Source: an optimization exercise on an open RTL-to-GDS flow (aim: small area and a short achievable clock period). Production flows keep margins and buffers that such runs may drop.
Where RTL was checked, it was by simulation tests only, not by an equivalence proof against the original.

Setup of red:
// DCT
module DCT #(parameter horizontal = 1) (
  input wire CLK, input wire RST, input wire i_stb,
  input wire [7:0] i_D0, i_D1, i_D2, i_D3, i_D4, i_D5, i_D6, i_D7,
  output wire o_stb,
  output wire signed [15:0] o_D0, o_D1, o_D2, o_D3, o_D4, o_D5, o_D6, o_D7
);
Settings: LEC_CHECK=0, ABC_CLOCK_PERIOD_IN_PS=1500, CAP_MARGIN=20, CORE_MARGIN=2, CORE_UTILIZATION=40, PLACE_DENSITY=0.6, SETUP_SLACK_MARGIN=5, SLEW_MARGIN=20, SYNTH_HIERARCHICAL=1, SYNTH_MINIMUM_KEEP_SIZE=0; clock period 8.0 ns.
standard.sh (not shown) runs the stock make flow with config.mk's settings and CLKGATE_MAP_FILE= SYNTH_SCRIPT=/design/flow/synth_recipe.tcl, a recipe that flattens the netlist after the stock synthesis.
==> flow/flow/run.sh <==
#!/bin/bash
# Own layout flow: the standard layout (standard.sh, standard synthesis unchanged),
# with a tighter setup-repair target and plain buffers on the ports.
# Knobs are set in flow/knobs.txt (one make assignment per line).
set -euo pipefail
here=$(pwd)
python3 - "$here" <<'PY'
import sys, shlex
here = sys.argv[1]
s = open(here + '/standard.sh').read()
knobs = [l.strip() for l in open(here + '/flow/knobs.txt') if l.strip() and not l.startswith('#')]
extra = ' '.join(shlex.quote(k) for k in knobs)
s = s.replace('"${@:-finish}"', extra + ' "${@:-finish}"')
open(here + '/standard_own.sh', 'w').write(s)
PY
bash standard_own.sh > "$here/flow_make.log" 2>&1
==> flow/flow/knobs.txt <==
SETUP_SLACK_MARGIN=5.2
BUFFER_PORTS_ARGS=-buffer_cell sky130_fd_sc_hd__buf_2
red: flow completed, timing, DRC and antenna clean
For blue, these inputs were changed with respect to red:
-- flow/config.mk --
<<< red, line 7
export LEC_CHECK = 0
export ABC_CLOCK_PERIOD_IN_PS = 1500
export CAP_MARGIN = 20
>>> blue, line 7
export LEC_CHECK = 0
export ABC_CLOCK_PERIOD_IN_PS = 3000
export CAP_MARGIN = 20
Results
Diff blue..red | global-route usage over all layers | unchanged. blue -> red: setup slack delta 0, exact match. Height of the die across red and blue: no real change. Die area came out exactly the same in red and blue. From blue to red, clock buffer count from CTS did not move at all. Quantity of gates resized following cts essentially unchanged between red and blue. From blue to red, I/O pin count did not move at all.
Modified inputs, green compared to blue
==> flow/run.sh (new file) <==
#!/bin/bash
# synth_recipe.tcl (not shown) runs the flow's synth.tcl, then flattens the netlist and writes it again
# the make line also repeats each setting of config.mk as NAME=value (left out here)
make -C /OpenROAD-flow-scripts/flow DESIGN_CONFIG=/design/flow/config.mk WORK_HOME=/design/flow/orfs CLKGATE_MAP_FILE= SYNTH_SCRIPT=/design/flow/synth_recipe.tcl finish
removed: flow/flow/run.sh
removed: flow/flow/knobs.txt
removed: flow/standard.sh
==> run notes <==
Compared with blue, in green worst hold slack moved up; number of enable-type register cells in the synthesized netlist held. In terms of final cell count, blue and green differ only marginally. Per the comparison of green with blue, ratio of final minimum period to clock period closely matched the old numbers, multi-input logic portion of the cell area decreased by 0.93 points relative to the old numbers.
For orange, these inputs were changed with respect to green:
==> flow/flow/run.sh (new file) <==
#!/bin/bash
# Own layout flow: the standard layout (standard.sh, standard synthesis unchanged),
# with a tighter setup-repair target and plain buffers on the ports.
# Knobs are set in flow/knobs.txt (one make assignment per line).
set -euo pipefail
here=$(pwd)
python3 - "$here" <<'PY'
import sys, shlex
here = sys.argv[1]
s = open(here + '/standard.sh').read()
knobs = [l.strip() for l in open(here + '/flow/knobs.txt') if l.strip() and not l.startswith('#')]
extra = ' '.join(shlex.quote(k) for k in knobs)
s = s.replace('"${@:-finish}"', extra + ' "${@:-finish}"')
open(here + '/standard_own.sh', 'w').write(s)
PY
bash standard_own.sh > "$here/flow_make.log" 2>&1
==> flow/flow/knobs.txt (new file) <==
SETUP_SLACK_MARGIN=5.0
BUFFER_PORTS_ARGS=-buffer_cell sky130_fd_sc_hd__buf_2
==> flow/standard.sh (new file) <==
#!/bin/bash
# synth_recipe.tcl (not shown) runs the flow's synth.tcl, then flattens the netlist and writes it again
# the make line also repeats each setting of config.mk as NAME=value (left out here)
make -C /OpenROAD-flow-scripts/flow DESIGN_CONFIG=/design/flow/config.mk WORK_HOME=/design/flow/orfs CLKGATE_MAP_FILE= SYNTH_SCRIPT=/design/flow/synth_recipe.tcl "${@:-finish}"
removed: flow/run.sh
==> run notes <==
When the final numbers for orange and green were put side by side, the met2 wire length turned out to be greater in green.
Going from green to orange, final wirelength went down by 0.63%; weighted congestion reported at the end of routability-driven placement has decreased; peak clock frequency supported by timing higher.
Compared to green, orange has pre-CTS setup slack 0.46 ns higher.
orange against green.
orange vs green on non-clock buffer count: orange is the lower one.
green has a lower minimum setup slack in the final design than orange.
orange has sequential share of layout area above what green had.
No functional check of the RTL was part of any run of this note.


== v33 ==
DCT, a different RTL version from the one above (not shown whole).
Size: roughly 2900 cells after synthesis, about 590 flip-flops, about 200 I/O pins, roughly 36000 sq um of cells after synthesis.
Settings: LEC_CHECK=0, ABC_CLOCK_PERIOD_IN_PS=3000, CAP_MARGIN=20, CORE_MARGIN=2, CORE_UTILIZATION=40, PLACE_DENSITY=0.6, SETUP_SLACK_MARGIN=5, SLEW_MARGIN=20, SYNTH_HIERARCHICAL=1, SYNTH_MINIMUM_KEEP_SIZE=0; clock period 8.0 ns.
==> flow/flow/run.sh <==
#!/bin/bash
# Own layout flow: the standard layout (standard.sh, standard synthesis unchanged),
# with a tighter setup-repair target and plain buffers on the ports.
# Knobs are set in flow/knobs.txt (one make assignment per line).
set -euo pipefail
here=$(pwd)
python3 - "$here" <<'PY'
import sys, shlex
here = sys.argv[1]
s = open(here + '/standard.sh').read()
knobs = [l.strip() for l in open(here + '/flow/knobs.txt') if l.strip() and not l.startswith('#')]
extra = ' '.join(shlex.quote(k) for k in knobs)
s = s.replace('"${@:-finish}"', extra + ' "${@:-finish}"')
open(here + '/standard_own.sh', 'w').write(s)
PY
bash standard_own.sh > "$here/flow_make.log" 2>&1
==> flow/flow/knobs.txt <==
SETUP_SLACK_MARGIN=5.25
BUFFER_PORTS_ARGS=-buffer_cell sky130_fd_sc_hd__buf_2
Input-level comparison between v3 and v33:
-- flow/flow/knobs.txt --
<<< v33, line 1
SETUP_SLACK_MARGIN=5.25
>>> v3, line 1
SETUP_SLACK_MARGIN=5.1
--- outcome ---
- [compare] base=v33 new=v3: period utilization rose 0.34 points; final worst slack fell 27 ps; global-route usage fell 0.16 points; via count of the first global-routing pass fell 546.
- Number of nets in the finished design shrinks slightly when moving from v33 to v3.
- v3 ran to completion and came out clean on the timing, DRC and antenna checks.
- v33 → v3: aggregate routed wire length has decreased, number of maximum-capacitance violations has remained practically unchanged, minimum period implied by the final worst setup slack has increased, fmax has decreased.
- Post-cts repair resize count (v3 / v33): 0.35
## Diff of input files: v40 against v3
- setting CTS_CLUSTER_DIAMETER to 90 for the first time
- setting CTS_CLUSTER_SIZE to 24 for the first time
## What came out
v40 ended with every stage complete and zero timing, DRC or antenna violations. Going from v3 to v40, sum of routed wire length over all layers shrank slightly. v40 vs v3, critical path's slowest cell: sky130_fd_sc_hd__fa_1 vs sky130_fd_sc_hd__dfxtp_1. The global-route usage in v40 sits 0.37 points below the value recorded for v3. Final worst setup slack delta (v40 − v3): unfavourable. v40 gives less synthesis-to-layout area growth than v3 did. Non-clock buffer count shrinks slightly when moving from v3 to v40. The final-layout non-clock buffer area share of v3 and that of v40 are within noise of each other.
Here is what was changed in the inputs of v46 compared with v40.
- removing CTS_CLUSTER_SIZE (formerly 24)
- removing CTS_CLUSTER_DIAMETER (formerly 90)
-- flow/flow/knobs.txt --
<<< v40, line 1
SETUP_SLACK_MARGIN=5.1
>>> v46, line 1
SETUP_SLACK_MARGIN=5.4
==> run notes <==
Per the comparison of v46 with v40, final area increased 9.9%, wire length of the first global-routing pass increased 2700 um, minimum clock period decreased 120 ps. Leading cell type in the layout, fill and taps excluded = sky130_fd_sc_hd__dfxtp_1: v40; leading cell type in the layout, fill and taps excluded = sky130_fd_sc_hd__fa_1: v46. When the final numbers for v40 and v46 were put side by side, the clock latency on the worst-skew pair turned out to be greater in v46. Compared to v40, v46 has register-to-register slack 120 ps higher.


== job 9433 ==
DCT, a different RTL version from the one above (not shown whole).
Size in the first run: ~530 flip-flops, roughly 200 I/O pins, about 35000 sq um of cells after synthesis.
Settings: LEC_CHECK=0, ABC_CLOCK_PERIOD_IN_PS=3000, CAP_MARGIN=20, CORE_MARGIN=2, CORE_UTILIZATION=40, PLACE_DENSITY=0.6, SETUP_SLACK_MARGIN=5, SLEW_MARGIN=20, SYNTH_HIERARCHICAL=1, SYNTH_MINIMUM_KEEP_SIZE=0; clock period 8.0 ns.
run.sh (not shown) runs the stock make flow with config.mk's settings and CLKGATE_MAP_FILE= SYNTH_SCRIPT=/design/flow/synth_recipe.tcl, a recipe that flattens the netlist after the stock synthesis.
Stock flow here: none of the scripts above is used.
Every stage of the flow completed for job 9433, and the final layout passed the timing, DRC and antenna checks.
The inputs of job 8583 differ from those of job 9433 as listed below.
# job 9433
export LEC_CHECK = 0
export ABC_CLOCK_PERIOD_IN_PS = 3000
export CAP_MARGIN = 20
export CORE_MARGIN = 2
export CORE_UTILIZATION = 40
export PLACE_DENSITY = 0.6
export SETUP_SLACK_MARGIN = 5
export SLEW_MARGIN = 20
export SYNTH_HIERARCHICAL = 1
export SYNTH_MINIMUM_KEEP_SIZE = 0
create_clock -name core_clock -period 8.0 [get_ports {CLK}]
# job 8583
export LEC_CHECK = 0
export ABC_CLOCK_PERIOD_IN_PS = 3500
export CAP_MARGIN = 20
export CORE_MARGIN = 2
export CORE_UTILIZATION = 40
export PLACE_DENSITY = 0.6
export SETUP_SLACK_MARGIN = 4.5
export SLEW_MARGIN = 20
export SYNTH_HIERARCHICAL = 1
export SYNTH_MINIMUM_KEEP_SIZE = 0
create_clock -name core_clock -period 8.0 [get_ports {CLK}]
## What came out
Result: PASS for each of job 8583 and job 9433. Fmax: higher on job 9433. Job 9433 → job 8583: number of fill cells lost 53, wire length of the first global-routing pass lost about 1.7%, share of synthesized cell area in and, or, nand and nor gates neither gained nor lost much, setup slack of the most critical reg-to-reg path lost 130 ps. When job 8583 is measured against job 9433, its clock buffer count from CTS turns out 3.3% lower. Going from job 9433 to job 8583, met1 track demand over resource dropped 0.93 points, share of the cycle needed by the critical path after routing higher. As far as final routed DRC violation total goes, job 8583 and job 9433 are indistinguishable; the numbers are identical. In job 8583, the minimum clock period after layout came out 130 ps above the value in job 9433. Job 8583 ended up with r3_2294$_DFF_P_ as its capture point of the worst path; job 9433 ended up with r2_1408$_DFF_P_.
Function was not checked in any run of this note: the RTL went through the layout flow alone.


Another version of the RTL of DCT (not shown whole).
Size in the first run: roughly 2,900 cells after synthesis, roughly 590 flip-flops, ~200 I/O pins, ~35,000 um^2 of cells after synthesis.
Settings: LEC_CHECK=0, ABC_CLOCK_PERIOD_IN_PS=3000, CAP_MARGIN=20, CORE_MARGIN=2, CORE_UTILIZATION=40, CTS_CLUSTER_DIAMETER=90, CTS_CLUSTER_SIZE=24, PLACE_DENSITY=0.6, SETUP_SLACK_MARGIN=5, SLEW_MARGIN=20, SYNTH_HIERARCHICAL=1, SYNTH_MINIMUM_KEEP_SIZE=0; clock period 8.0 ns.
standard.sh (not shown) runs the stock make flow with config.mk's settings and CLKGATE_MAP_FILE= SYNTH_SCRIPT=/design/flow/synth_recipe.tcl, a recipe that flattens the netlist after the stock synthesis.
==> flow/flow/knobs.txt <==
SETUP_SLACK_MARGIN=5.35
BUFFER_PORTS_ARGS=-buffer_cell sky130_fd_sc_hd__buf_1
Scripts as last shown in full above: flow/flow/run.sh
The first run finished with timing, DRC and antenna clean.
Next try:
==> flow/flow/knobs.txt (replaced) <==
SETUP_SLACK_MARGIN=5.25
BUFFER_PORTS_ARGS=-buffer_cell sky130_fd_sc_hd__buf_1
Effect: The changed run completed without violations. Routed wire length decreases slightly. Setup slack gets worse by 0.028 ns. Global-route usage decreases by 0.35 points. Utilization decreases by 2.1 points. Die area stays the same.


Another version of the RTL of DCT (not shown whole).
Size: roughly 2800 cells after synthesis, about 590 flip-flops, about 200 I/O pins, ~35000 µm² of cells after synthesis.
export LEC_CHECK = 0
export ABC_CLOCK_PERIOD_IN_PS = 3000
export CAP_MARGIN = 20
export CORE_MARGIN = 2
export CORE_UTILIZATION = 40
export CTS_CLUSTER_DIAMETER = 90
export CTS_CLUSTER_SIZE = 24
export PLACE_DENSITY = 0.6
export SETUP_SLACK_MARGIN = 5
export SLEW_MARGIN = 20
export SYNTH_HIERARCHICAL = 1
export SYNTH_MINIMUM_KEEP_SIZE = 0
create_clock -name core_clock -period 8.0 [get_ports {CLK}]
==> flow/flow/knobs.txt <==
SETUP_SLACK_MARGIN=5.2
BUFFER_PORTS_ARGS=-buffer_cell sky130_fd_sc_hd__buf_1
Scripts as last shown in full above: flow/flow/run.sh
Edit:
==> flow/flow/knobs.txt (replaced) <==
SETUP_SLACK_MARGIN=5.15
BUFFER_PORTS_ARGS=-buffer_cell sky130_fd_sc_hd__buf_2
Settings changed: CTS_CLUSTER_DIAMETER 90 to 100, CTS_CLUSTER_SIZE 24 to 28.
What happened: The changed run went through all stages and came out clean. Register-to-register slack degrades by 0.08 ns. Clock skew rose by 0.0060 ns. Maximum frequency fell slightly. Area after synthesis stays the same. Cell area is about the same. Wire length is about the same.
Edit:
Settings changed: CTS_CLUSTER_DIAMETER 100 to 110, CTS_CLUSTER_SIZE 28 to 32.
After rerunning:
- non-clock buffer count went down by 5
- worst setup slack gains 0.035 ns
- clock skew went up by 0.011 ns
- core utilization falls by 0.42 points
- die area stays the same
- global-route usage drops by 0.16 points
- wire length goes down slightly
Edit:
Settings changed: CTS_CLUSTER_DIAMETER 110 to 90, CTS_CLUSTER_SIZE 32 to 24.
Effect:
- final area came out higher slightly
- area after synthesis is unchanged
- first-iteration DRC count is lower slightly
- flip-flop and latch count is unchanged
- via count is higher slightly
- worst setup slack degrades by 0.040 ns
Edit:
Settings changed: CTS_CLUSTER_DIAMETER 90 to default, CTS_CLUSTER_SIZE 24 to default.
Synthesized cell count does not change.
Area after synthesis is unchanged.
Wire length increases by 1.7%.
Final cell count goes up by 1.7%.
Register-to-register slack hardly moves.


Setup of main:
DCT, a different RTL version from the one above (not shown whole).
Size in the first run: ~2900 cells after synthesis, roughly 530 flip-flops, roughly 200 I/O pins, ~0.035 mm² of cells after synthesis.
Settings: LEC_CHECK=0, ABC_CLOCK_PERIOD_IN_PS=3000, CAP_MARGIN=20, CORE_MARGIN=2, CORE_UTILIZATION=55, PLACE_DENSITY=0.75, SETUP_SLACK_MARGIN=5, SLEW_MARGIN=20, SYNTH_HIERARCHICAL=1, SYNTH_MINIMUM_KEEP_SIZE=0; clock period 8.0 ns.
run.sh (not shown) runs the stock make flow with config.mk's settings and CLKGATE_MAP_FILE= SYNTH_SCRIPT=/design/flow/synth_recipe.tcl, a recipe that flattens the netlist after the stock synthesis.
Stock flow here: none of the scripts above is used.
main: full flow OK, the timing, DRC and antenna checks passed
Modified inputs, the feature branch compared to main
Settings: PLACE_DENSITY: 0.75 -> 0.6; CORE_UTILIZATION: 55 -> 40.
[summary]
Wire length reported by the detailed router ended up about 4.5% lower on the feature branch than on main.
The sequential share of layout area in the feature branch sits 0.16 points below the value recorded for main.
Compared with main, the feature branch improves minimum clock period.
Relative to main, the global routing usage on met3 of the feature branch is lower by 2.4 points.
The feature branch finished end to end and its layout was clean on timing, DRC and antenna.

==> separate check: timing with driven ports <==
In the flow no input, the clock included, has a driving cell. The finished layouts below were timed again as built, in two steps.
Step 1 assumes that a clkbuf_16 drives the clock port and a buf_2 every other input.
Step 2 moves the port delays by t, midway between the first and last clock arrival at a register: inputs arrive t later, outputs are due t later. That takes back most of the time a late clock gives input paths.
Slacks: ideal / step 1 / step 2; pairs: ideal / step 1.
run	shift t [ns]	setup WS [ns]	worst setup path after step 2	latest minus earliest clock arrival (ns)
red	0.670	5.008 / 5.008 / 4.436	input to register	0.020 / 0.020
blue	0.670	5.008 / 5.008 / 4.436	input to register	0.020 / 0.020
green	0.685	5.008 / 5.008 / 4.403	input to register	0.022 / 0.021
orange	0.683	5.028 / 5.028 / 4.394	input to register	0.022 / 0.022
v33	0.687	5.181 / 5.181 / 4.947	input to register	0.029 / 0.028
v3	0.684	5.154 / 5.154 / 4.842	input to register	0.021 / 0.020
v40	0.634	5.143 / 5.143 / 4.861	input to register	0.034 / 0.034
v46	0.674	5.261 / 5.223 / 4.972	input to register	0.030 / 0.030
job 9433	0.694	4.687 / 4.687 / 4.400	input to register	0.066 / 0.066
job 8583	0.701	4.560 / 4.560 / 3.950	input to register	0.056 / 0.056
the first run of note 4	0.644	5.320 / 5.248 / 4.740	input to register	0.038 / 0.038
the second run of note 4	0.649	5.292 / 5.238 / 4.892	input to register	0.032 / 0.032
the first run of note 5	0.643	5.186 / 5.169 / 4.525	input to register	0.023 / 0.023
the second run of note 5	0.643	5.158 / 5.155 / 4.532	input to register	0.035 / 0.035
the third run of note 5	0.671	5.193 / 5.170 / 4.499	input to register	0.044 / 0.044
the fourth run of note 5	0.639	5.152 / 5.155 / 4.516	input to register	0.031 / 0.032
the fifth run of note 5	0.680	5.176 / 5.176 / 4.521	input to register	0.022 / 0.022
main	0.682	4.845 / 4.845 / 4.372	input to register	0.073 / 0.073
the feature branch	0.696	4.879 / 4.879 / 4.386	input to register	0.057 / 0.057
After both steps setup and hold are still met in every run listed. The setup slack of the third run of note 5, which loses most, moves by -0.023 ns with the drivers and by -0.694 ns with both steps.
